This design comes from an exercise in tuning for small area on the open sky130 flow, not from production work.
Only simulation tests tie the RTL to the original design; equivalence was not proved.
No activity file was given, so power comes from the tool's default toggle rates.

==> flow/design.v (excerpt) <==
module line_buf_ctrl_top #(
    parameter int VSW        = 1,
    parameter int VBP        = 2,
    parameter int VACT       = 8,
    parameter int VFP        = 2,
    parameter int HSW        = 4,
    parameter int HBP        = 6,
    parameter int HACT       = 64,
    parameter int HFP        = 6,
    parameter int ADDR_WIDTH = 6,
    parameter int DATA_WIDTH = 30,
    parameter int VSYNC_POL  = 0,     
    parameter int HSYNC_POL  = 0      
)(
    input              clk,
    input              rstn,
    input              i_vsync,
    input              i_hsync,
    input              i_de,
    input       [9:0]  i_r_data,
    input       [9:0]  i_g_data,
    input       [9:0]  i_b_data,
    output             o_vsync,
    output             o_hsync,
    output             o_de,
    output      [9:0]  o_r_data,
    output      [9:0]  o_g_data,
    output      [9:0]  o_b_data
);
    localparam int HTOTAL = HSW + HBP + HACT + HFP;
    localparam int DEPTH  = HTOTAL + 1;
    logic [DEPTH*DATA_WIDTH-1:0] dly;
    always_ff @(posedge clk)
        dly <= {dly[(DEPTH-1)*DATA_WIDTH-1:0], i_r_data, i_g_data, i_b_data};
    wire [DATA_WIDTH-1:0] pix_out = dly[DEPTH*DATA_WIDTH-1 -: DATA_WIDTH];
    localparam logic [2:0] S_IDLE = 3'd0,    
                           S_DLY  = 3'd1,    
                           S_VSW  = 3'd2,    
                           S_WAIT = 3'd3,    
                           S_ACT  = 3'd4,    
                           S_LAST = 3'd5,    
                           S_END  = 3'd6;    
    logic [2:0] state;
    logic [6:0] p_cnt;
    logic       hs_q;
    wire vsync_act = (VSYNC_POL == 0) ? i_vsync : ~i_vsync;
    wire hs_in     = (HSYNC_POL == 0) ? i_hsync : ~i_hsync;
    wire st_dly  = (state == S_DLY);
    wire st_vsw  = (state == S_VSW);
    wire st_wait = (state == S_WAIT);
    wire st_act  = (state == S_ACT);
    wire st_last = (state == S_LAST);
    wire counting = st_dly | st_vsw | st_last;
    wire p_end  = p_cnt[6] & p_cnt[3] & p_cnt[2] & p_cnt[1] & p_cnt[0];
    wire p_play = p_cnt[6] | p_cnt[5] | p_cnt[4];
    wire [2:0] line_cnt = p_cnt[2:0];
  ...
export LEC_CHECK = 0
export CAP_MARGIN = 20
export CORE_MARGIN = 2
export CORE_UTILIZATION = 65
export PLACE_DENSITY = 0.95
export SLEW_MARGIN = 20
create_clock -name core_clock -period 10.0 [get_ports {clk}]
standard.sh (not shown) runs the stock make flow with config.mk's settings and CLKGATE_MAP_FILE= SYNTH_SCRIPT=/design/flow/synth_recipe.tcl, a recipe that flattens the netlist after the stock synthesis.
==> flow/flow/run.sh <==
#!/bin/bash
# Layout flow: the standard flow (standard.sh), with two changes:
#  - ports are buffered with the smallest buffer instead of the default cell;
#  - clock tree: leaf clusters of up to 14 flip-flops, each driven by a buf_4,
#    clkbuf_4 above them and a clkbuf_16 at the root; no dummy loads.
# The full output of the flow goes to flow.log in the work folder; ORFS
# also keeps each step's own log under orfs/logs/.
set -euo pipefail
export BUFFER_PORTS_ARGS="-buffer_cell sky130_fd_sc_hd__buf_1"
export CTS_ARGS="-sink_clustering_enable -repair_clock_nets -dont_use_dummy_load -root_buf sky130_fd_sc_hd__clkbuf_16 -sink_clustering_buffer sky130_fd_sc_hd__buf_4 -buf_list {sky130_fd_sc_hd__clkbuf_4} -sink_clustering_size 14 -sink_clustering_max_diameter 35"
bash standard.sh > flow.log 2>&1
The baseline finished clean.
Change:
--- a/flow/config.mk
+++ b/flow/config.mk
@@ -9,4 +9,4 @@
 export CORE_MARGIN = 2
 export CORE_UTILIZATION = 65
-export PLACE_DENSITY = 0.95
+export PLACE_DENSITY = 0.92
 export SLEW_MARGIN = 20
After rerunning: The changed run produced a clean layout; fmax is lower by a few percent; wire length is lower slightly; design area is about the same; clock power stays flat.
Change:
==> flow/flow/run.sh (replaced) <==
#!/bin/bash
# Layout flow: the standard flow (standard.sh), with two changes:
#  - ports are buffered with the smallest buffer instead of the default cell;
#  - clock tree: leaf clusters of up to 15 flip-flops, each driven by a buf_4,
#    clkbuf_4 above them and a clkbuf_16 at the root; no dummy loads.
# The full output of the flow goes to flow.log in the work folder; ORFS
# also keeps each step's own log under orfs/logs/.
set -euo pipefail
export BUFFER_PORTS_ARGS="-buffer_cell sky130_fd_sc_hd__buf_1"
export CTS_ARGS="-sink_clustering_enable -repair_clock_nets -dont_use_dummy_load -root_buf sky130_fd_sc_hd__clkbuf_16 -sink_clustering_buffer sky130_fd_sc_hd__buf_4 -buf_list {sky130_fd_sc_hd__clkbuf_4} -sink_clustering_size 15 -sink_clustering_max_diameter 35"
bash standard.sh > flow.log 2>&1
Result: Wire length goes up by about 0.5%. Clock skew fell by 19 ps. Count of clock-buffer cells in the layout falls by 6. Global-route usage hardly moves. Cell count barely changes. Hold slack is about the same.

==> what the ideal ports hide <==
Ports are ideal in the flow. The routed layouts listed here were re-timed in OpenROAD.
Step 1 (the two cells are an assumption about what drives the block):
set clk [get_ports {clk}]
set_driving_cell -lib_cell sky130_fd_sc_hd__clkbuf_16 $clk
set_driving_cell -lib_cell sky130_fd_sc_hd__buf_2 [delete_from_list [all_inputs] $clk]
Step 2 moves the port delays by t, midway between the first and last clock arrival at a register: inputs arrive t later, outputs are due t later. That takes back most of the time a late clock gives input paths.
a / b / c = ideal ports / drivers / drivers and shift; a / b = the first two.
run | t (ns) | slack for setup (ns) | hold slack, ns | pins driven straight from the clock port
the first run | 0.756 | 5.280 / 5.222 / 5.978 | 0.226 / 0.226 / 0.226 | 1
the second run | 0.759 | 5.162 / 5.095 / 5.854 | 0.237 / 0.237 / 0.237 | 1
the third run | 0.757 | 5.155 / 5.091 / 5.848 | 0.239 / 0.239 / 0.239 | 1
After both steps every run listed still meets setup and hold.
